This is an optimization exercise on Yosys and OpenROAD, whose aim is small area, a short achievable clock period and few clock cycles per item, not a production implementation.
In this exercise RTL edits were held to simulation tests only and were not proved equivalent to the original.
Power figures rest on the tool's default switching activity, not on a simulated workload.

==> inputs of run a <==
Design vector_mul_simple, start of the top module:
module vector_mul_simple (
    input  logic               clk_i,
    input  logic               rst_ni,
    input  logic               in_valid_i,
    input  logic signed [31:0] in_a_i,
    input  logic signed [31:0] in_b_i,
    output logic               out_valid_o,
    output logic signed [63:0] out_result_o
);
  logic v1_q, v2_q, v3_q, v4_q;
  always_ff @(posedge clk_i or negedge rst_ni) begin
    if (!rst_ni) begin
      v1_q <= 1'b0;
      v2_q <= 1'b0;
      v3_q <= 1'b0;
      v4_q <= 1'b0;
    end else begin
      v1_q <= in_valid_i;
      v2_q <= v1_q;
      v3_q <= v2_q;
      v4_q <= v3_q;
    end
  end
  assign out_valid_o = v4_q;
  logic [15:0] n1, n2, neg;
  logic [15:0] nneg;
  logic [31:0] b_q;
  always_ff @(posedge clk_i) b_q <= in_b_i;
  logic [15:0] n1_d, n2_d, neg_d;
  always_comb begin
    for (int i = 0; i < 16; i++) begin
      n1_d[i] = ~(in_a_i[2*i] ^ ((i == 0) ? 1'b0 : in_a_i[2*i-1]));
      n2_d[i] = ~((in_a_i[2*i+1] & ~in_a_i[2*i] & ~((i == 0) ? 1'b0 : in_a_i[2*i-1])) |
                 (~in_a_i[2*i+1] & in_a_i[2*i] & ((i == 0) ? 1'b0 : in_a_i[2*i-1])));
      neg_d[i] = in_a_i[2*i+1] & ~(in_a_i[2*i] & ((i == 0) ? 1'b0 : in_a_i[2*i-1]));
    end
  end
  always_ff @(posedge clk_i) begin
    n1 <= n1_d;
    n2 <= n2_d;
    neg <= neg_d;
  end
  assign nneg[0] = ~neg[0];
  assign nneg[1] = ~neg[1];
  assign nneg[2] = ~neg[2];
  assign nneg[3] = ~neg[3];
  assign nneg[4] = ~neg[4];
  assign nneg[5] = ~neg[5];
  assign nneg[6] = ~neg[6];
  assign nneg[7] = ~neg[7];
  assign nneg[8] = ~neg[8];
  assign nneg[9] = ~neg[9];
  assign nneg[10] = ~neg[10];
  assign nneg[11] = ~neg[11];
  assign nneg[12] = ~neg[12];
  assign nneg[13] = ~neg[13];
  assign nneg[14] = ~neg[14];
  assign nneg[15] = ~neg[15];
  logic [31:0] nx0;
  assign nx0[31:0] = ~(b_q[31:0] ^ {32{neg[0]}});
  logic [31:0] nx1;
  assign nx1[31:0] = ~(b_q[31:0] ^ {32{neg[1]}});
  logic [31:0] nx2;
  assign nx2[31:0] = ~(b_q[31:0] ^ {32{neg[2]}});
  logic [31:0] nx3;
  assign nx3[31:0] = ~(b_q[31:0] ^ {32{neg[3]}});
  logic [31:0] nx4;
  assign nx4[31:0] = ~(b_q[31:0] ^ {32{neg[4]}});
  logic [31:0] nx5;
  assign nx5[31:0] = ~(b_q[31:0] ^ {32{neg[5]}});
  logic [31:0] nx6;
  assign nx6[31:0] = ~(b_q[31:0] ^ {32{neg[6]}});
  logic [31:0] nx7;
  assign nx7[31:0] = ~(b_q[31:0] ^ {32{neg[7]}});
  logic [31:0] nx8;
  ...
export LEC_CHECK = 0
export CAP_MARGIN = 20
export CORE_MARGIN = 2
export CORE_UTILIZATION = 50
export CTS_BUF_LIST = sky130_fd_sc_hd__clkbuf_16 sky130_fd_sc_hd__clkbuf_8
export CTS_CLUSTER_DIAMETER = 80
export CTS_CLUSTER_SIZE = 30
export SLEW_MARGIN = 20
export SYNTH_HIERARCHICAL = 1
export SYNTH_MINIMUM_KEEP_SIZE = 0
create_clock -name core_clock -period 8.0 [get_ports {clk_i}]
standard.sh (not shown) runs the stock make flow with config.mk's settings and CLKGATE_MAP_FILE= SYNTH_SCRIPT=/design/flow/synth_recipe.tcl, a recipe that flattens the netlist after the stock synthesis.
==> flow/flow/run.sh <==
#!/bin/bash
# Layout flow: the standard ORFS flow (standard.sh, unchanged synthesis), except that
#  - the buffers placed on the input and output ports are sky130_fd_sc_hd__buf_2 instead of the
#    resizer's default pick (clkdlybuf4s50_1, twice the area and slow),
#  - flow/downsize.tcl, run when the synthesized netlist is loaded into OpenROAD, starts the
#    a21oi cells that abc sized _2 at _1 (the resizer upsizes those that timing needs).
set -euo pipefail
export BUFFER_PORTS_ARGS="-buffer_cell sky130_fd_sc_hd__buf_2"
export SETUP_SLACK_MARGIN=5.4
export POST_SYNTH_TCL="$PWD/flow/downsize.tcl"
bash standard.sh > standard.log 2>&1
==> flow/flow/downsize.tcl <==
# Sourced by ORFS's synth_odb step (POST_SYNTH_TCL) with the synthesized netlist loaded:
# abc maps the prefix adder's AOI cells to a21oi_2; start them at a21oi_1 and let the
# resizer upsize the ones that timing needs.
set db [ord::get_db]
set small [$db findMaster sky130_fd_sc_hd__a21oi_1]
set n 0
foreach inst [[ord::get_db_block] getInsts] {
  if {[[$inst getMaster] getName] eq "sky130_fd_sc_hd__a21oi_2"} {
    $inst swapMaster $small
    incr n
  }
}
puts "downsize.tcl: a21oi_2 -> a21oi_1 on $n instances"
==> inputs of run b, as changes to run a <==
--- a/flow/flow/run.sh
+++ b/flow/flow/run.sh
@@ -8,4 +8,5 @@
 export BUFFER_PORTS_ARGS="-buffer_cell sky130_fd_sc_hd__buf_2"
-export SETUP_SLACK_MARGIN=5.4
+export SETUP_SLACK_MARGIN=5.3
 export POST_SYNTH_TCL="$PWD/flow/downsize.tcl"
+export CTS_ARGS="-sink_clustering_enable -repair_clock_nets -sink_clustering_size 30 -sink_clustering_max_diameter 80 -buf_list {sky130_fd_sc_hd__clkbuf_16 sky130_fd_sc_hd__clkbuf_8} -root_buf sky130_fd_sc_hd__clkbuf_16 -sink_clustering_levels 1"
 bash standard.sh > standard.log 2>&1
- CORE_UTILIZATION: 50 -> 55
==> inputs of run c, as changes to run a <==
--- a/flow/flow/run.sh
+++ b/flow/flow/run.sh
@@ -8,3 +8,3 @@
 export BUFFER_PORTS_ARGS="-buffer_cell sky130_fd_sc_hd__buf_2"
-export SETUP_SLACK_MARGIN=5.4
+export SETUP_SLACK_MARGIN=5.5
 export POST_SYNTH_TCL="$PWD/flow/downsize.tcl"
==> comparison <==
- Run c completed with no timing, DRC or antenna violations. Run b finished clean. Run a finished clean.
- Flip-flop and latch count is the same in run c and run b.
- Of run a and run c, run c has the higher first-iteration DRC count (gap 6.8%, measured against run c).
- In global-route usage, run c and run a hardly differ.
- In critical path depth, run c and run a do not differ.
- In synthesized area, run a and run b do not differ.
- The highest clock skew belongs to run b, the lowest to run a.
- In run b the die area is smaller than in run a, by 9.0%.
- In run c the clock power is higher than in run b, by about 7%.
- In combinational power, run b and run c hardly differ.
- Via count is about the same in run c and run a.
- Worst setup slack is about the same in run c and run a.
Testbench counts of run a, summed over its fixed seeds: cycles 16,024, items 16,000.
Testbench counts of run b, summed over its fixed seeds: cycles 16,024, items 16,000.
Testbench counts of run c, summed over its fixed seeds: cycles 16,024, items 16,000.

-- re-timing with driven ports --
In the flow no input, the clock included, has a driving cell. The finished layouts below were timed again as built, in two steps.
Step 1: set_driving_cell puts a clkbuf_16 on clk_i and a buf_2 on each other input, an assumption about the parent block.
Step 2 also shifts input and output timing later by t, the mid clock arrival at the registers, as if the neighbouring blocks saw the same clock.
Slacks: ideal ports / drivers / drivers and shift; pairs: ideal ports / drivers.
run	t (ns)	setup WS [ns]	worst setup path after step 2	latest minus earliest clock arrival (ns)	cell pins on the clock port's net
run a	0.643	5.304 / 5.241 / 5.394	register to register	0.028 / 0.028	1
run b	0.705	5.242 / 5.176 / 5.365	register to register	0.037 / 0.036	1
run c	0.645	5.304 / 5.241 / 5.469	register to register	0.029 / 0.029	1
After both steps every run listed still meets setup and hold.
